Context: an optimization exercise on an open-source flow, tuned for small area and a short achievable clock period. The choices shown serve that exercise and are no tape-out recipe. In this exercise RTL edits were held to simulation tests only and were not proved equivalent to the original. No activity file was given, so power comes from the tool's default toggle rates.

before:
==> flow/design.v <==
module hashed_global_branch_predictor #(
    parameter GHR_WIDTH = 8,
    parameter HASH_KEY  = 8'b10111010   
)(
    input  wire              clk,
    input  wire              rst,
    input  wire              predict_request,
    output wire              predicted_taken,
    input  wire              update_enable,
    input  wire              actual_taken
);
    localparam N = 1 << GHR_WIDTH;
    reg  [GHR_WIDTH-1:0] ghr;
    reg  [N-1:0]         pn;       
    reg  [N-1:0]         h;        
    reg                  pred_q;   
    wire [GHR_WIDTH-1:0] index = ghr ^ HASH_KEY;
    assign predicted_taken = predict_request & pred_q;
    wire new_h = ~(pred_q ^ actual_taken);
    wire [15:0] row = 16'd1 << index[7:4];
    wire [15:0] col = update_enable ? (16'd1 << index[3:0]) : 16'd0;
    genvar i;
    generate
        for (i = 0; i < N; i = i + 1) begin : g_entry
            wire sel  = row[i >> 4] & col[i & 15];
            wire selp = sel & ~h[i];
            always @(posedge clk or posedge rst) begin
                if (rst) begin
                    pn[i] <= 1'b0;
                    h[i]  <= 1'b0;
                end else begin
                    if (selp) pn[i] <= ~actual_taken;
                    if (sel)  h[i]  <= new_h;
                end
            end
        end
    endgenerate
    wire [GHR_WIDTH-2:0] pair = ghr[GHR_WIDTH-2:0] ^ HASH_KEY[GHR_WIDTH-1:1];
    wire [N/2-1:0] pn_even, pn_odd;
    generate
        for (i = 0; i < N/2; i = i + 1) begin : g_pair
            assign pn_even[i] = pn[2*i];
            assign pn_odd[i]  = pn[2*i+1];
        end
    endgenerate
    wire rd_even = ~pn_even[pair];
    wire rd_odd  = ~pn_odd[pair];
    wire rd_p    = (actual_taken ^ HASH_KEY[0]) ? rd_odd : rd_even;
    wire same = (ghr[GHR_WIDTH-2:0] == ghr[GHR_WIDTH-1:1]) &&
                (actual_taken == ghr[0]);
    wire h_same = ghr[0] ? h[~HASH_KEY] : h[HASH_KEY];
    wire new_p  = h_same ? pred_q : actual_taken;
    always @(posedge clk or posedge rst) begin
        if (rst) begin
            ghr    <= 0;
            pred_q <= 1'b1;
        end else if (update_enable) begin
            ghr    <= {ghr[GHR_WIDTH-2:0], actual_taken};
            pred_q <= same ? new_p : rd_p;
        end
    end
endmodule
clock: 6.0 ns
lec_check: 0
cap_margin: 20
core_margin: 2
core_utilization: 40
setup_slack_margin: 0.3
slew_margin: 20
run.sh (not shown) runs the stock make flow with config.mk's settings and CLKGATE_MAP_FILE= SYNTH_SCRIPT=/design/flow/synth_recipe.tcl, a recipe that flattens the netlist after the stock synthesis.
### before -> after
Settings: changing SETUP_SLACK_MARGIN from 0.3 to 3.38; setting CTS_CLUSTER_DIAMETER to 100 for the first time; setting TNS_END_PERCENT to 100 for the first time; setting CTS_CLUSTER_SIZE to 25 for the first time.
Notes after the runs:
Data arrival time of the critical path is lower on after. Total number of vias: before vs after — no meaningful difference. For before, the library cell contributing the largest single delay on the critical path was sky130_fd_sc_hd__and2_1, unlike after, where it was sky130_fd_sc_hd__and2_4. Per the comparison of after with before, layout clock buffer count lower; final critical-path required period lower; global-route total usage across every layer roughly the same. after ended with more sequential share of cell area than before.

========
the previous run:
hashed_global_branch_predictor, a different RTL version from the one above (not shown whole).
For scale: ~2,300 cells after synthesis, about 520 flip-flops, about 6 I/O pins, about 21,000 sq um of cells after synthesis.
Settings: LEC_CHECK=0, CAP_MARGIN=20, CORE_MARGIN=2, CORE_UTILIZATION=40, CTS_CLUSTER_DIAMETER=100, CTS_CLUSTER_SIZE=25, SETUP_SLACK_MARGIN=3.3, SLEW_MARGIN=20; clock period 6.0 ns.
The previous run finished every stage and its layout cleared the timing, design-rule and antenna checks.
### the previous run -> the current run
Settings: clearing CTS_CLUSTER_DIAMETER, which used to be 100; clearing CTS_CLUSTER_SIZE, which used to be 25.
Results
Worst hold slack delta for the current run relative to the previous run: 0.0085 ns lower
Total power: the current run > the previous run
STATUS final worst slack: the current run wins against the previous run
Arrival time at the worst endpoint essentially unchanged between the current run and the previous run.
Diff the previous run..the current run | register area share after synthesis | unchanged

========
Another version of the RTL of hashed_global_branch_predictor (not shown whole).
For scale: roughly 1,300 cells after synthesis, roughly 520 flip-flops, ~0.022 mm2 of cells after synthesis.
==> flow/config.mk <==
export PLATFORM = sky130hd
export DESIGN_NAME = hashed_global_branch_predictor
export DESIGN_NICKNAME = hashed_global_branch_predictor
export VERILOG_FILES = /design/flow/design.v
export SDC_FILE = /design/flow/constraint.sdc
export NUM_CORES = 4
export LEC_CHECK = 0
export CAP_MARGIN = 20
export CORE_MARGIN = 2
export CORE_UTILIZATION = 40
export CTS_CLUSTER_DIAMETER = 100
export CTS_CLUSTER_SIZE = 30
export SETUP_SLACK_MARGIN = 3.3
export SLEW_MARGIN = 20
==> flow/constraint.sdc <==
create_clock -name core_clock -period 6.0 [get_ports {clk}]
set_input_delay 1.2000 -clock core_clock [delete_from_list [all_inputs] [get_ports {clk}]]
set_output_delay 1.2000 -clock core_clock [all_outputs]
set_load 0.01 [all_outputs]
Change:
- CTS_CLUSTER_DIAMETER: 100 -> unset
- CTS_CLUSTER_SIZE: 30 -> unset
After rerunning: The new run passed the timing, design-rule and antenna checks. Cell count increases by a few percent. Synthesized cell count stays the same. Core utilization increases by 2.0 points. Total power increases by about a fifth. Die area stays the same. Final area increases by a few percent. Setup slack stays flat. Maximum frequency barely changes. Via count increases slightly. Combinational power is about the same. Global-route usage increases by 0.67 points.

========
Another version of the RTL of hashed_global_branch_predictor (not shown whole).
Size in the first run: roughly 6 I/O pins, roughly 21,000 sq um of cells after synthesis.
==> flow/config.mk <==
export PLATFORM = sky130hd
export DESIGN_NAME = hashed_global_branch_predictor
export DESIGN_NICKNAME = hashed_global_branch_predictor
export VERILOG_FILES = /design/flow/design.v
export SDC_FILE = /design/flow/constraint.sdc
export NUM_CORES = 4
export LEC_CHECK = 0
export CAP_MARGIN = 20
export CORE_MARGIN = 2
export CORE_UTILIZATION = 40
export CTS_CLUSTER_DIAMETER = 100
export CTS_CLUSTER_SIZE = 25
export SETUP_SLACK_MARGIN = 3.22
export SLEW_MARGIN = 20
export TNS_END_PERCENT = 100
==> flow/constraint.sdc <==
create_clock -name core_clock -period 6.0 [get_ports {clk}]
set_input_delay 1.2000 -clock core_clock [delete_from_list [all_inputs] [get_ports {clk}]]
set_output_delay 1.2000 -clock core_clock [all_outputs]
set_load 0.01 [all_outputs]
==> next run, changes <==
--- a/flow/config.mk
+++ b/flow/config.mk
@@ -12,3 +12,3 @@
 export CTS_CLUSTER_SIZE = 25
-export SETUP_SLACK_MARGIN = 3.22
+export SETUP_SLACK_MARGIN = 3.38
 export SLEW_MARGIN = 20
After rerunning: The new run passed the timing, design-rule and antenna checks; clock skew hardly moves; count of clock-buffer cells in the layout does not change; final cell count rose by 0.66%; global-route usage fell by 0.42 points; sequential power stays flat; worst setup slack gains 0.027 ns; final area rose by 1.8%; die area is unchanged; register-to-register slack gains 0.11 ns; utilization rose by 0.78 points.
==> next run, changes <==
--- a/flow/config.mk
+++ b/flow/config.mk
@@ -9,6 +9,7 @@
 export CORE_MARGIN = 2
-export CORE_UTILIZATION = 40
+export CORE_UTILIZATION = 50
 export CTS_CLUSTER_DIAMETER = 100
 export CTS_CLUSTER_SIZE = 25
-export SETUP_SLACK_MARGIN = 3.38
+export PLACE_DENSITY = 0.65
+export SETUP_SLACK_MARGIN = 3.3
 export SLEW_MARGIN = 20
- The changed run finished clean
- clock skew went up by 0.0065 ns
- first-iteration DRC count grows by 11%
- routed wire length is lower by 0.73%
- core utilization came out higher by 10 points
==> next run, changes <==
--- a/flow/config.mk
+++ b/flow/config.mk
@@ -9,6 +9,5 @@
 export CORE_MARGIN = 2
-export CORE_UTILIZATION = 50
+export CORE_UTILIZATION = 40
 export CTS_CLUSTER_DIAMETER = 100
 export CTS_CLUSTER_SIZE = 25
-export PLACE_DENSITY = 0.65
 export SETUP_SLACK_MARGIN = 3.3
Outcome: The new run completed without violations; final area barely changes; total power is about the same; wire length is higher by 0.60%; worst setup slack got worse by 0.0064 ns; clock skew is lower by 0.010 ns; synthesized cell count stays the same; first-iteration DRC count is lower by 23%; global-route usage is lower by 4.2 points.

==> afterwards: timing with drivers on the ports <==
How much do the figures lean on ideal ports? The routed layouts below were timed once more, with nothing changed but the port constraints. Step 1 assumes that a clkbuf_16 drives the clock port and a buf_2 every other input. Step 2 adds t to the input delays and takes it off the output delays; t is the mean of the earliest and latest rising clock arrival at the registers after step 1. Input paths then give back, and output paths get back, about the clock's delay inside the block. a / b / c = ideal / step 1 / step 2; a / b = the first two.
run | t, ns | setup WS [ns] | hold WS [ns]
before | 0.659 | 2.471 / 2.443 / 1.785 | 0.462 / 0.462 / 0.462
after | 0.631 | 3.281 / 3.245 / 2.788 | 0.472 / 0.472 / 0.472
the previous run | 0.633 | 3.143 / 3.010 / 2.376 | 0.454 / 0.454 / 0.454
the current run | 0.661 | 3.160 / 3.030 / 2.370 | 0.445 / 0.445 / 0.445
the first run of note 3 | 0.619 | 3.196 / 3.196 / 2.602 | 0.745 / 0.745 / 0.745
the second run of note 3 | 0.649 | 3.196 / 3.191 / 2.543 | 0.740 / 0.740 / 0.740
the first run of note 4 | 0.623 | 3.254 / 3.236 / 2.666 | 0.459 / 0.459 / 0.459
the second run of note 4 | 0.631 | 3.280 / 3.248 / 2.772 | 0.458 / 0.458 / 0.458
the third run of note 4 | 0.624 | 3.281 / 3.250 / 2.734 | 0.457 / 0.457 / 0.457
the fourth run of note 4 | 0.633 | 3.275 / 3.242 / 2.764 | 0.457 / 0.457 / 0.457
After both steps every run listed still meets setup and hold. For the current run, which loses most, drivers alone change the setup slack by -0.130 ns; drivers and shift together by -0.790 ns.
